Context: an optimization exercise on an open-source flow, tuned for small area. The choices shown serve that exercise and are no tape-out recipe.
In this exercise RTL edits were held to simulation tests only and were not proved equivalent to the original.
Power and IR drop assume default switching activity.

==> flow/design.v <==
`timescale 1ns / 1ps
`timescale 1ns / 1ps
 `timescale 1ns / 1ps
package cpu_core_pkg;
localparam int RSIZE  = 32 ;   
localparam int ISIZE  = 32 ;   
localparam [6:0] OP_LUI     = 7'b011_0111 ;   
localparam [6:0] OP_AUIPC   = 7'b001_0111 ;   
localparam [6:0] OP_JAL     = 7'b110_1111 ;   
localparam [6:0] OP_JALR    = 7'b110_0111 ;   
localparam [6:0] OP_BRANCH  = 7'b110_0011 ;   
localparam [6:0] OP_LOAD    = 7'b000_0011 ;   
localparam [6:0] OP_STORE   = 7'b010_0011 ;   
localparam [6:0] OP_ALU     = 7'b011_0011 ;   
localparam [6:0] OP_ALUI    = 7'b001_0011 ;   
localparam [2:0] F3_ADDX  = 3'b000 ;
localparam [2:0] F3_SUB   = 3'b000 ;
localparam [2:0] F3_SLTX  = 3'b010 ;
localparam [2:0] F3_SLTUX = 3'b011 ;
localparam [2:0] F3_XORX  = 3'b100 ;
localparam [2:0] F3_ORX   = 3'b110 ;
localparam [2:0] F3_ANDX  = 3'b111 ;
localparam [2:0] F3_SLLX  = 3'b001 ;
localparam [2:0] F3_SRXX  = 3'b101 ;
localparam [2:0] F3_JALR = 3'b000 ;
localparam [2:0] F3_BEQ  = 3'b000 ;
localparam [2:0] F3_BNE  = 3'b001 ;
localparam [2:0] F3_BLT  = 3'b100 ;
localparam [2:0] F3_BGE  = 3'b101 ;  
localparam [2:0] F3_BLTU = 3'b110 ;
localparam [2:0] F3_BGEU = 3'b111 ;
localparam [2:0] F3_LB   = 3'b000 ;
localparam [2:0] F3_LH   = 3'b001 ;
localparam [2:0] F3_LW   = 3'b010 ;
localparam [2:0] F3_LBU  = 3'b100 ;
localparam [2:0] F3_LHU  = 3'b101 ;
localparam [2:0] F3_SB   = 3'b000 ;
localparam [2:0] F3_SH   = 3'b001 ;
localparam [2:0] F3_SW   = 3'b010 ;
localparam [1:0] BYTE    = 2'b00 ;
localparam [1:0] HWORD   = 2'b01 ;
localparam [1:0] WORD    = 2'b10 ;
localparam [3:0] ALU_ADD  = 4'b0000 ;
localparam [3:0] ALU_SUB  = 4'b0001 ;
localparam [3:0] ALU_SLT  = 4'b0100 ;
localparam [3:0] ALU_SLTU = 4'b0110 ;
localparam [3:0] ALU_XOR  = 4'b1000 ;
localparam [3:0] ALU_OR   = 4'b1100 ;
localparam [3:0] ALU_AND  = 4'b1110 ;
localparam [3:0] ALU_SLL  = 4'b0010 ;
localparam [3:0] ALU_SRL  = 4'b1010 ;
localparam [3:0] ALU_SRA  = 4'b1011 ;
localparam [3:0] ALU_ILLG = 4'b1111 ;   
endpackage
module xu_adder (
    input  logic [31:0] op1_i,
    input  logic [31:0] op2x_i,
    input  logic        cin_i,
    output logic [31:0] p_o,
    output logic [31:0] g_o,
    output logic [32:0] sum_o
);
logic [31:0] pp, gg;
assign p_o = op1_i ^ op2x_i;
assign g_o = op1_i & op2x_i;
always_comb begin
    pp = p_o;
    gg = g_o;
    gg[0] = g_o[0] | (p_o[0] & cin_i);
    for (int l = 1; l <= 5; l++)
        for (int j = (1 << l) - 1; j < 32; j += (1 << l)) begin
            gg[j] = gg[j] | (pp[j] & gg[j - (1 << (l-1))]);
            pp[j] = pp[j] & pp[j - (1 << (l-1))];
        end
    for (int l = 5; l > 0; l--)
        for (int j = (1 << l) + (1 << (l-1)) - 1; j < 32; j += (1 << l)) begin
            gg[j] = gg[j] | (pp[j] & gg[j - (1 << (l-1))]);
            pp[j] = pp[j] & pp[j - (1 << (l-1))];
        end
end
assign sum_o = {gg[31], p_o ^ {gg[30:0], cin_i}};
endmodule
 `timescale 1ns / 1ps
module exec_unit #(parameter  PC_INIT = 32'h0000_0000 )(
    input  logic              clock_i,
    input  logic              nreset_i,
    input  logic [32-1:0]  reg_file_rs0_i,
    input  logic [32-1:0]  reg_file_rs1_i,
    output logic              du_stall_o,
    input  logic              du_bubble_i,
    input  logic [32-1:0]  du_pc_i,
    input  logic [4:0]        du_rs0_i,
    input  logic [4:0]        du_rs1_i,
    input  logic [4:0]        du_rdt_i,
    input  logic [6:0]        du_opcode_i,
    input  logic [3:0]        du_alu_opcode_i,
    input  logic [2:0]        du_func3_i,
    input  logic              du_is_R_type_i,
    input  logic              du_is_I_type_i,
    input  logic              du_is_S_type_i,
    input  logic              du_is_B_type_i,
    input  logic              du_is_U_type_i,
    input  logic [11:0]       du_immI_i,
    input  logic [11:0]       du_immS_i,
    input  logic [19:0]       du_immU_i,
    input  logic              mem_stall_i,
    output logic [32-1:0]  xu_alu_result_o,
    output logic              xu_alu_bubble_o,
    output logic [4:0]        xu_rdt_addr_o,
    output logic              xu_is_mem_op_o,
    output logic              xu_bubble_o,
    output logic [32-1:0]  mem_addr_o,
    output logic              mem_cmd_o,
    output logic [32-1:0]  mem_data_o,
    output logic [1:0]        mem_size_o
);
logic [31:0] alu_result_rg, mem_addr_rg, mem_data_rg;
logic        run;
assign run = ~mem_stall_i;
logic        alu_bubble_rg, lsu_bubble_rg, mem_cmd_rg;
logic [1:0]  mem_size_rg;
logic [4:0]  rdt_rg;
logic rs0_hit, rs1_hit, src_eq, interlock, bub;
assign rs0_hit = (du_rs0_i == rdt_rg);
assign rs1_hit = (du_rs1_i == rdt_rg);
always_comb begin
    case ({du_is_R_type_i, du_is_I_type_i, du_is_S_type_i, du_is_B_type_i})
        4'b1000, 4'b0010, 4'b0001: src_eq = rs0_hit | rs1_hit;
        4'b0100:                   src_eq = rs0_hit;
        default:                   src_eq = 1'b0;
    endcase
end
assign interlock = ~lsu_bubble_rg & ~mem_cmd_rg & src_eq & (|rdt_rg);
assign bub       = du_bubble_i | interlock;
assign du_stall_o     = (mem_stall_i & ~du_bubble_i) | interlock;
assign xu_bubble_o    = (alu_bubble_rg & lsu_bubble_rg) | mem_stall_i;
assign xu_is_mem_op_o = ~lsu_bubble_rg;
logic [31:0] op1, op2;
always_comb begin
    case ({du_is_I_type_i, du_is_R_type_i, du_is_U_type_i})
        3'b010:  begin op1 = reg_file_rs0_i; op2 = reg_file_rs1_i; end
        3'b100:  begin op1 = reg_file_rs0_i; op2 = {{20{du_immI_i[11]}}, du_immI_i}; end
        3'b001:  begin op1 = (du_opcode_i == 7'h37) ? 32'h0 : du_pc_i; op2 = {du_immU_i, 12'h000}; end
        default: begin op1 = 32'h0; op2 = 32'h0; end
    endcase
end
logic [3:0]  aop;
logic        legal, inv, lt;
logic [31:0] op2x, sum, shin;
logic [32:0] sum33;
assign aop   = du_alu_opcode_i;
assign legal = ~aop[0] | (~aop[2] & (aop[1] == aop[3]));
assign inv   = ~aop[3] & (aop[0] | aop[2]);
assign op2x  = op2 ^ {32{inv}};
logic [31:0] ap, ag;
xu_adder adder_inst (.op1_i(op1), .op2x_i(op2x), .cin_i(inv), .p_o(ap), .g_o(ag), .sum_o(sum33));
assign sum   = sum33[31:0];
assign lt    = aop[1] ? ~sum33[32] : ((op1[31] ^ op2[31]) ? op1[31] : sum[31]);
always_comb begin
    for (int i = 0; i < 32; i++) shin[i] = aop[3] ? op1[i] : op1[31-i];
end
logic fill;
logic [31:0] s1, s2, s3, s4;
assign fill = aop[0] & op1[31];
assign s1  = op2[0] ? {fill, shin[31:1]} : shin;
assign s2  = op2[1] ? {{2{fill}}, s1[31:2]} : s1;
assign s3  = op2[2] ? {{4{fill}}, s2[31:4]} : s2;
assign s4  = op2[3] ? {{8{fill}}, s3[31:8]} : s3;
logic en_sum, en_lt, en_sll, en_sr, en_x, en_o, en_a;
logic [31:0] lp, lg;
assign en_sum = legal & ~aop[3] & ~aop[2] & ~aop[1];
assign en_lt  = legal & ~aop[3] &  aop[2];
assign en_sll = legal & ~aop[3] & ~aop[2] &  aop[1];
assign en_sr  = legal &  aop[3] & ~aop[2] &  aop[1];
assign en_x   = legal &  aop[3] & ~aop[2] & ~aop[1];
assign en_o   = legal &  aop[3] &  aop[2] & ~aop[1];
assign en_a   = legal &  aop[3] &  aop[2] &  aop[1];
assign lp = ap;
assign lg = ag;
logic        e_sr_hi, e_sr_lo, e_sll_hi, e_sll_lo;
logic [31:0] shift_term;
assign e_sr_hi  = run & en_sr  &  op2[4];
assign e_sr_lo  = run & en_sr  & ~op2[4];
assign e_sll_hi = run & en_sll &  op2[4];
assign e_sll_lo = run & en_sll & ~op2[4];
always_comb begin
    for (int i = 0; i < 32; i++) begin
        shift_term[i] = (e_sr_lo & s4[i]) | (e_sll_lo & s4[31-i])
                      | (e_sr_hi & ((i < 16) ? s4[(i+16) % 32] : fill))
                      | (e_sll_hi & ((i >= 16) ? s4[(47-i) % 32] : 1'b0));
    end
end
logic [31:0] res_next;
assign res_next = ({32{run & (en_x | en_o)}} & lp) | ({32{run & (en_a | en_o)}} & lg)
                | ({32{run & en_sum}} & sum) | shift_term
                | {31'h0, run & en_lt & lt} | ({32{mem_stall_i}} & alu_result_rg);
logic        store, load;
logic [11:0] imm;
logic [31:0] addr, sdata;
logic [1:0]  off;
assign store = du_is_S_type_i;
assign load  = (du_opcode_i == 7'h03);
assign imm   = store ? du_immS_i : du_immI_i;
logic [12:0] alo;
logic [19:0] ahi_q, ahi_run;
logic        ahi_t;
assign alo     = {1'b0, reg_file_rs0_i[11:0]} + {1'b0, imm};
assign ahi_t   = alo[12] ^ imm[11];
assign ahi_q   = reg_file_rs0_i[31:12] ^ {20{imm[11]}};
always_comb begin
    ahi_run[0] = 1'b1;
    for (int i = 1; i < 20; i++) ahi_run[i] = ahi_run[i-1] & ahi_q[i-1];
end
assign addr = {reg_file_rs0_i[31:12] ^ ({20{ahi_t}} & ahi_run), alo[11:0]};
assign off   = addr[1:0];
logic       sel_w;
logic [3:0] sel_b, sel_h;
assign sel_w = store & du_func3_i[1];
always_comb begin
    for (int k = 0; k < 4; k++) begin
        sel_b[k] = store & ~du_func3_i[1] & (off == k[1:0]);
        sel_h[k] = store & ~du_func3_i[1] & du_func3_i[0] & (k != 0) & (off == k[1:0] - 2'd1);
    end
end
always_comb begin
    for (int k = 0; k < 4; k++)
        sdata[8*k +: 8] = ({8{run & sel_w}} & reg_file_rs1_i[8*k +: 8])
                        | ({8{run & sel_b[k]}} & reg_file_rs1_i[7:0])
                        | ({8{run & sel_h[k]}} & reg_file_rs1_i[15:8])
                        | ({8{mem_stall_i}} & mem_data_rg[8*k +: 8]);
end
always_ff @(posedge clock_i or negedge nreset_i) begin
    if (!nreset_i) begin
        alu_result_rg <= 32'h0;
        mem_data_rg   <= 32'h0;
    end else begin
        alu_result_rg <= res_next;
        mem_data_rg   <= sdata;
    end
end
always_ff @(posedge clock_i or negedge nreset_i) begin
    if (!nreset_i) begin
        alu_bubble_rg <= 1'b1;
        lsu_bubble_rg <= 1'b1;
        mem_addr_rg   <= 32'h0;
        mem_cmd_rg    <= 1'b0;
        mem_size_rg   <= 2'b00;
        rdt_rg        <= 5'h0;
    end else if (!mem_stall_i) begin
        alu_bubble_rg <= ~legal | bub;
        lsu_bubble_rg <= (load | store) ? bub : 1'b1;
        mem_addr_rg   <= addr;
        mem_cmd_rg    <= store;
        mem_size_rg   <= du_func3_i[1:0];
        rdt_rg        <= du_rdt_i;
    end
end
assign xu_alu_result_o = alu_result_rg;
assign xu_alu_bubble_o = alu_bubble_rg;
assign xu_rdt_addr_o   = rdt_rg;
assign mem_addr_o      = mem_addr_rg;
assign mem_cmd_o       = mem_cmd_rg;
assign mem_data_o      = mem_data_rg;
assign mem_size_o      = mem_size_rg;
endmodule
==> flow/flow/run.sh <==
#!/bin/bash
# Own layout flow:
#  1. the standard synthesis (synth_recipe.tcl), hierarchical, run through flow/synth.tcl,
#     which only swaps ORFS's delay-oriented ABC script for
#     flow/abc_area.script; adders use Yosys's default Brent-Kung carry
#     lookahead (no Kogge-Stone extra map) and no full/half-adder cells.
#  2. the standard layout (standard.sh) for every later step, with the
#     port buffers made of buf_1 cells (later repair may resize them).
# Each tool's output goes to its own log in the work folder (synth.log,
# layout.log); ORFS's per-step logs are under orfs/logs/.
set -euo pipefail
W=$(pwd)
export FLOW_WORK=$W
make -C "$FLOW_HOME" DESIGN_CONFIG="$W/config.mk" WORK_HOME="$W/orfs" CLKGATE_MAP_FILE= \
  SYNTH_SCRIPT="$W/flow/synth.tcl" SYNTH_OPERATIONS_ARGS=-booth ADDER_MAP_FILE= SYNTH_HIERARCHICAL=1 \
  synth > "$W/synth.log" 2>&1
bash standard.sh "BUFFER_PORTS_ARGS=-buffer_cell sky130_fd_sc_hd__buf_1" finish > "$W/layout.log" 2>&1
==> flow/flow/abc_area.script <==
strash
&get -n
&fraig -x
&put
dc2
strash
&get -n
&dch -f
&nf -p
&put
==> flow/flow/abc_tree.script <==
strash
&get -n
&nf -F 8 -A 4 -C 32 -p
&put
==> flow/flow/synth.tcl <==
# The standard synthesis (synth_recipe.tcl, unchanged), with one difference:
# ABC maps the logic with this folder's scripts in place of ORFS's
# delay-oriented one. The design keeps its modules through synthesis
# (SYNTH_HIERARCHICAL=1 from run.sh; synth_recipe.tcl flattens at the end):
#  - the ALU adder module (xu_adder) with abc_tree.script, which maps the AIG
#    as the RTL structures it, so its Brent-Kung carry tree survives;
#  - every other module with abc_area.script, which rewrites the logic for
#    area before mapping.
# Registers, their names and cell types are made by the same steps as in the
# standard synthesis.
set own_flow_dir [file dirname [file normalize [info script]]]
proc abc {args} {
  set i [lsearch -exact $args -script]
  set tree $args
  set area $args
  if {$i >= 0} {
    lset tree [expr {$i + 1}] [file join $::own_flow_dir abc_tree.script]
    lset area [expr {$i + 1}] [file join $::own_flow_dir abc_area.script]
  }
  set mods [yosys tee -q -s result.string select -list-mod *]
  foreach m [split [string trim $mods] "\n"] {
    set m [string trim $m]
    if {$m eq ""} continue
    if {[string match *xu_adder* $m]} {
      yosys abc {*}$tree $m
    } else {
      yosys abc {*}$area $m
    }
  }
}
source [file join $::env(FLOW_WORK) synth_recipe.tcl]
==> flow/standard.sh <==
#!/bin/bash
# synth_recipe.tcl (not shown) runs the flow's synth.tcl, then flattens the netlist and writes it again
# the make line also repeats each setting of config.mk as NAME=value (left out here)
make -C /OpenROAD-flow-scripts/flow DESIGN_CONFIG=/design/flow/config.mk WORK_HOME=/design/flow/orfs CLKGATE_MAP_FILE= SYNTH_SCRIPT=/design/flow/synth_recipe.tcl "${@:-finish}"
==> flow/config.mk <==
export PLATFORM = sky130hd
export DESIGN_NAME = exec_unit
export DESIGN_NICKNAME = exec_unit
export VERILOG_FILES = /design/flow/design.v
export SDC_FILE = /design/flow/constraint.sdc
export NUM_CORES = 4
export LEC_CHECK = 0
export CAP_MARGIN = 20
export CORE_MARGIN = 2
export CORE_UTILIZATION = 40
export GPL_TIMING_DRIVEN = 0
export PLACE_DENSITY = 0.65
export SLEW_MARGIN = 20
==> flow/constraint.sdc <==
create_clock -name core_clock -period 8.0 [get_ports {clock_i}]
set_input_delay 1.6000 -clock core_clock [delete_from_list [all_inputs] [get_ports {clock_i}]]
set_output_delay 1.6000 -clock core_clock [all_outputs]
set_load 0.01 [all_outputs]
==> flow_summary.ini, run 1 <==
[outcome]
status = no timing/DRC/antenna violations

[synth]
yosysSeqAreaShare_pct = 27.4
synth_common_cells = nand2_1, o21ai_0, nor2_1
synthArstFlopShare_pct = 100
synth_flop_cell = dfrtp_1
synthTopCellsByArea = dfrtp_1, xnor2_1, nand2_1
ys_warn_count = 8
synth_cell_type_count = 53
synthMostInstantiatedCell = nand2_1
ys_ff_latch = 106
yosys.area.top_type = dfrtp_1
synth_top_cell_area_share_pct = 26.9
synth_edf_count = 0
syn_inst = 1237
synth_area_um2 = 9670
synth_nets = 1415
avgSynthCellArea_um2 = 7.82

[worst_setup_path]
cp_cell_sequence = buf_1, nand2b_1, nor2_4, a22oi_2, xnor2_1, maj3_1, a21o_1, a221oi_1, o2111ai_1, a31o_1, a21oi_1, o21ai_0, a21oi_1, o21ai_0, xor2_1, maj3_1, o21ai_0, nand4b_1, nand3_1, a211o_1
crit_fanout = 37
critPathKind = in -> reg
cp-start-kind = input pin
cp_data_required_time_ns = 8.27
crit_path_top_delay_cell = nor2_4
cpPeakStageDelay_ns = 0.67
critPathMostFrequentCell = o21ai_0
cp.arrival_ns = 7.96
worstSetupEndpointType = flop

[clock_tree]
cts_setup_buffers = 0
cts-root-buf = clkbuf_16
cts_inserted_buffers = 9
cts_hold_buf = 0
cts_resized = 0
clock_path_buffers = 2
cts_tree = yes
insertion_delay_ns = 0.38
clk_pin_slew_ns = 0.09
htree_levels = 3
clock_sinks = 106

[place]
port_buffers = 284
globalplace.congestion = 0.980
dp_cells = 1869
post-dp-hpwl_um = 31800
place_area_um2 = 11600

[timing]
drv_slew = 0
period_minus_slack_ns = 7.69
whs_ns = 0.485
max-slew-margin-rel_pct = 28.7
rsz0062_at_grt = no
setup_viol = 0
tightest_slew_ns = 1.07
finClkSkew_ns = 0.00615
timing.fmax_mhz = 130
fin_crit_sh_pct = 96.1
finalHoldViolations = 0

[drt]
drtAntennaViolNets = 0
wire_per_inst_um = 21.5
vias_per_cell = 6.16
drt_wl_total_um = 40500
via_count = 11600
drc = 0
drt_pass1_iterations = 9
drt_iter0_markers = 1725

[run]
max-cap-violations = 0

[global_routing]
grtUsageTotal_pct = 30.5
grt_max_degree = 48
first_global_vias = 10600
grt_pass1_wl_um = 61200
antenna_found_initial = 1
grt_overflow = 0

[cells_and_area]
drive_gt1_share_pct = 4.41
final_area_um2 = 11900
antennaDiodeCount = 0
fin_cells = 1885
synthToLayoutAreaGrowth_pct = 23.1
nets = 1739

[die]
core_area_um2 = 23600
die_w_um = 160
dieHeight_um = 160
num_rows = 56
dieArea_um2 = 25400
ioPinCount = 286
initial_core_util_pct = 41.0

[power]
irDropWorstVdd_mv = 0.112
p_per_area_nw_per_um2 = 163
p_leak_nw = 4.58

[min_path]
hp-class = reg -> reg
-- placed cells by master (no fill, tap or decap), types with 13 or more instances in the layout --
cell and n:
and2_0 38, clkinv_1 64, buf_1 280, a222oi_1 63
a32o_1 19, o21ai_0 112, a22o_1 13, mux2_1 15
a22oi_1 18, a32oi_1 13, a221oi_1 39, nor2_1 105
a21oi_1 95, nor2b_1 15, xor2_1 40, mux2i_1 36
nand3_1 21, xnor2_1 93, dfrtp_1 104, nand2_1 203
-- state kept, by name (all words and copies together) (netlist names) --
name / count
mem_cmd_rg: 1
mem_size_rg: 2
lsu_bubble_rg: 1
alu_bubble_rg: 1
alu_result_rg: 32
mem_addr_rg: 32
rdt_rg: 5
mem_data_rg: 32
-- metrics by stage --
stage	setup WS [ns]	setup TNS (ns)	power [mW]	util, %
floorplan	0.0432	0	1.12	-
global placement	-3.62	-187.59	1.40	47.2
detailed placement	0.108	0	1.43	49.1
CTS	0.497	0	1.93	50.4
global route	0.0108	0	2.04	50.4
finish	0.314	0	1.94	50.4
-- kinds of logic after synthesis --
logic type / count (synthesis) / share of synthesized area [%]
xor+xnor: 133 / 12.0
compound gates: 433 / 31.5
flops: 106 / 27.4
mux: 52 / 5.57
simple gates: 441 / 20.3
fa+ha+maj: 6 / 0.621
buf+inv: 66 / 2.60
-- area by class of cell --
class	instances	area [um^2]
fillers	2434	11700
multi-input cells	1065	6850
flip-flops and latches	106	2660
plain buffers	1	7.51
clock inverters	7	86.3
clock buffers	9	225
repair buffers	313	1450
well taps	319	399
inverters	65	245
-- per-module statistics from Yosys, one instance, submodules excluded --
module | cells inside | flip-flops and latches
exec_unit | 1027 | 106
xu_adder | 210 | 0
-- routing by layer --
| metal | GRT usage [%] | part of all wire (%) |
|---|---|---|
| met4 | 12.2 | 4.4 |
| met1 | 42.1 | 42 |
| met2 | 48.1 | 44 |
| met5 | 0 | 0 |
| met3 | 4.30 | 9.4 |
-- where the power goes --
part / internal, mW / switching, mW
Clock: 0.229 / 0.276
Combinational: 0.284 / 0.506
Sequential: 0.603 / 0.0452
-- worst max-delay path, delay by kind of cell --
kind / cells / cell delay [ns]
compound gates: 11 / 3.78
xor+xnor: 2 / 0.46
fa+ha+maj: 2 / 0.79
buf+inv: 1 / 0.22
simple gates: 4 / 1.08
-- worst paths after layout --
| kind | start | endpoint | slack, ns | cells after the start |
|---|---|---|---|---|
| worst max-delay path | du_is_R_type_i | alu_result_rg[0] | 0.31 | 20 |
| worst min-delay path | mem_addr_rg[24] | mem_addr_rg[24] | 0.48 | 2 |
| worst max register to register | rdt_rg[1] | lsu_bubble_rg | 6.03 | 9 |
| worst min register to register | mem_addr_rg[24] | mem_addr_rg[24] | 0.48 | 2 |
| max in group asynchronous | nreset_i | alu_result_rg[26] | 6.00 | 3 |
| min in group asynchronous | nreset_i | rdt_rg[2] | 1.26 | 1 |
==> run 2, diff against run 1 <==
--- a/flow/flow/run.sh
+++ b/flow/flow/run.sh
@@ -1,8 +1,10 @@
 #!/bin/bash
 # Own layout flow:
-#  1. the standard synthesis (synth_recipe.tcl), hierarchical, run through flow/synth.tcl,
-#     which only swaps ORFS's delay-oriented ABC script for
-#     flow/abc_area.script; adders use Yosys's default Brent-Kung carry
-#     lookahead (no Kogge-Stone extra map) and no full/half-adder cells.
+#  1. the standard synthesis (synth_recipe.tcl) run hierarchically
+#     (SYNTH_HIERARCHICAL=1; synth_recipe.tcl flattens at the end) through
+#     flow/synth.tcl, which only swaps ORFS's delay-oriented ABC script for
+#     this folder's area-oriented ones (see synth.tcl); adders use Yosys's
+#     default Brent-Kung carry lookahead (no Kogge-Stone extra map) and no
+#     full/half-adder cells.
 #  2. the standard layout (standard.sh) for every later step, with the
 #     port buffers made of buf_1 cells (later repair may resize them).
==> flow_summary.ini, run 2 <==
[global_routing]
first_global_vias = 10600
grt_max_degree = 48
grtUsageTotal_pct = 30.5
antenna_found_initial = 1
grt_pass1_wl_um = 61200
grt_overflow = 0

[worst_setup_path]
cp_data_required_time_ns = 8.27
cp_cell_sequence = buf_1, nand2b_1, nor2_4, a22oi_2, xnor2_1, maj3_1, a21o_1, a221oi_1, o2111ai_1, a31o_1, a21oi_1, o21ai_0, a21oi_1, o21ai_0, xor2_1, maj3_1, o21ai_0, nand4b_1, nand3_1, a211o_1
cpPeakStageDelay_ns = 0.67
crit_buf_inv = 1
crit_fanout = 37
crit_family = compound AO/OA/AOI/OAI gates
critPathKind = in -> reg
crit_path_top_delay_cell = nor2_4
cp-start-kind = input pin
cp.arrival_ns = 7.96
critPathMostFrequentCell = o21ai_0
worstSetupEndpointType = flop

[drt]
drt_iter0_markers = 1725
drt_pass1_iterations = 9
via_count = 11600
drc = 0
drt_wl_total_um = 40500
vias_per_cell = 6.16
drtAntennaViolNets = 0
wire_per_inst_um = 21.5

[synth]
synth_top_cell_area_share_pct = 26.9
synth_cell_type_count = 53
ys_ff_latch = 106
synth_flop_cell = dfrtp_1
synth_area_um2 = 9670
yosys.area.top_type = dfrtp_1
synthArstFlopShare_pct = 100
syn_inst = 1237
avgSynthCellArea_um2 = 7.82
synth_edf_count = 0
ys_warn_count = 8
yosysSeqAreaShare_pct = 27.4
synth_nets = 1415
synthMostInstantiatedCell = nand2_1
synth_common_cells = nand2_1, o21ai_0, nor2_1
synthTopCellsByArea = dfrtp_1, xnor2_1, nand2_1

[power]
p_leak_nw = 4.58
p_per_area_nw_per_um2 = 163
clockPowerShare_pct = 26.0
sw_frac_of_total_pct = 42.6
irDropWorstVdd_mv = 0.112
switching_power_mw = 0.827
p_seq_share_pct = 33.3
comb_power_share_pct = 40.6
p_total_mw = 1.94
internal_power_mw = 1.12

[clock_tree]
clock_sinks = 106
cts_tree = yes
cts-root-buf = clkbuf_16
clk_pin_slew_ns = 0.09
insertion_delay_ns = 0.38
clock_path_buffers = 2
cts_setup_buffers = 0
cts_resized = 0
htree_levels = 3
cts_inserted_buffers = 9
cts_hold_buf = 0

[timing]
timing.fmax_mhz = 130
fin_crit_sh_pct = 96.1
fin_tns_setup_ns = 0
setup_viol = 0
tightest_slew_ns = 1.07
rsz0062_at_grt = no
finClkSkew_ns = 0.00615
finalHoldViolations = 0
period_minus_slack_ns = 7.69
drv_slew = 0
max-slew-margin-rel_pct = 28.7

[die]
initial_core_util_pct = 41.0
die_w_um = 160
dieHeight_um = 160
ioPinCount = 286
dieArea_um2 = 25400
num_rows = 56
core_area_um2 = 23600

[cells_and_area]
fill_cells = 2434
nets = 1739
synthToLayoutAreaGrowth_pct = 23.1
final_common_cell = buf_1
final_area_um2 = 11900
fin_cells = 1885
top_regs = alu_result_rg x32, mem_addr_rg x32, mem_data_rg x32
layout_common_cells = buf_1, nand2_1, o21ai_0
drive_gt1_share_pct = 4.41
antennaDiodeCount = 0

[place]
post-dp-hpwl_um = 31800
dp_cells = 1869
place_area_um2 = 11600
port_buffers = 284
globalplace.congestion = 0.980

[min_path]
hp-class = reg -> reg

[run]
max-cap-violations = 0

[outcome]
status = no timing/DRC/antenna violations
[run 2: cell counts after synthesis]
Identical to the previous run, type by type.
[run 2: final cells by class]
class                      count  area [um^2]  area share [%]
multi-input combinational   1065         6850            57.5
sequential                   106         2660            22.3
timing repair buffer         313         1450            12.1
tap                          319          399            3.35
inverter                      65          245            2.06
clock buffer                   9          225            1.89
clock inverter                 7         86.3           0.725
buffer                         1         7.51          0.0630
[run 2: layer usage]
layer	track usage, %	vias up	routed length, um
met5	0	-	0
met4	12.2	0	1770
met3	4.30	89	3800
met2	48.1	632	17800
met1	42.1	5539	17100
li1	-	5356	-
[run 2: through the flow]
step / hold WS [ns] / setup slack (ns) / utilization (%)
6_report: 0.485 / 0.314 / 50.4
5_1_grt: 0.505 / 0.0108 / 50.4
4_1_cts: 0.489 / 0.497 / 50.4
3_5_place_dp: 0.468 / 0.108 / 49.1
3_3_place_gp: 0.461 / -3.62 / 47.2
2_1_floorplan: 0.504 / 0.0432 / -
[run 2: cell families (layout without fill, tap and decap cells)]
| group | Yosys count | after routing | synth area share, % |
|---|---|---|---|
| XOR/XNOR | 133 | 133 | 12.0 |
| flip-flops | 106 | 106 | 27.4 |
| adder cells (fa/ha/maj) | 6 | 6 | 0.621 |
| AND/OR/NAND/NOR | 441 | 441 | 20.3 |
| multiplexers | 52 | 52 | 5.57 |
| buffers and inverters | 66 | 395 | 2.60 |
| AO/OA/AOI/OAI | 433 | 433 | 31.5 |
[run 2: tightest hold or removal path: stages (launching register included)]
cell	delay [ns]
dfrtp_1	0.35
nand2_1	0.05
o21ai_0	0.05
[run 2: worst paths after layout]
path | slack [ns] | cells after the start | from | to
hold reg to reg | 0.48 | 2 | mem_addr_rg[24] | mem_addr_rg[24]
setup reg to reg | 6.03 | 9 | rdt_rg[1] | lsu_bubble_rg
setup / recovery | 0.31 | 20 | du_is_R_type_i | alu_result_rg[0]
min in group asynchronous | 1.26 | 1 | nreset_i | rdt_rg[2]
hold / removal | 0.48 | 2 | mem_addr_rg[24] | mem_addr_rg[24]
max in group asynchronous | 6.00 | 3 | nreset_i | alu_result_rg[26]
[run 2: power by group through the flow]
stage / Combinational (mW) / Sequential [mW] / Clock, mW
floorplan: 0.443 / 0.681 / 0
global placement: 0.746 / 0.657 / 0
detailed placement: 0.769 / 0.657 / 0
CTS: 0.774 / 0.647 / 0.510
global route: 0.855 / 0.654 / 0.527
finish: 0.790 / 0.648 / 0.506
[run 2: Yosys stat by module, one instance, submodules excluded]
module,cells inside,flip-flops and latches
xu_adder,210,0
exec_unit,1027,106

## static timing again, ports no longer ideal
Ports are ideal in the flow. The routed layouts listed here were re-timed in OpenROAD. Step 1 (the two cells are an assumption about what drives the block):
set clk [get_ports {clock_i}]
set_driving_cell -lib_cell sky130_fd_sc_hd__clkbuf_16 $clk
set_driving_cell -lib_cell sky130_fd_sc_hd__buf_2 [delete_from_list [all_inputs] $clk]
Step 2, shift: input delay + t, output delay - t, t = (earliest + latest rising clock arrival at the registers) / 2. This alone moves slack from input paths to output paths. Slacks: no drivers / after step 1 / after step 2; pairs: no drivers / after step 1.
| run | t (ns) | setup WS [ns] | latest minus earliest clock arrival (ns) | worst slew at a driven data input, ns |
|---|---|---|---|---|
| run 1 | 0.418 | 0.314 / 0.324 / -0.094 | 0.014 / 0.014 | 0.07 |
| run 2 | 0.418 | 0.314 / 0.324 / -0.094 | 0.014 / 0.014 | 0.07 |
Met with ideal ports but missed after step 2: setup timing in run 1 and run 2.
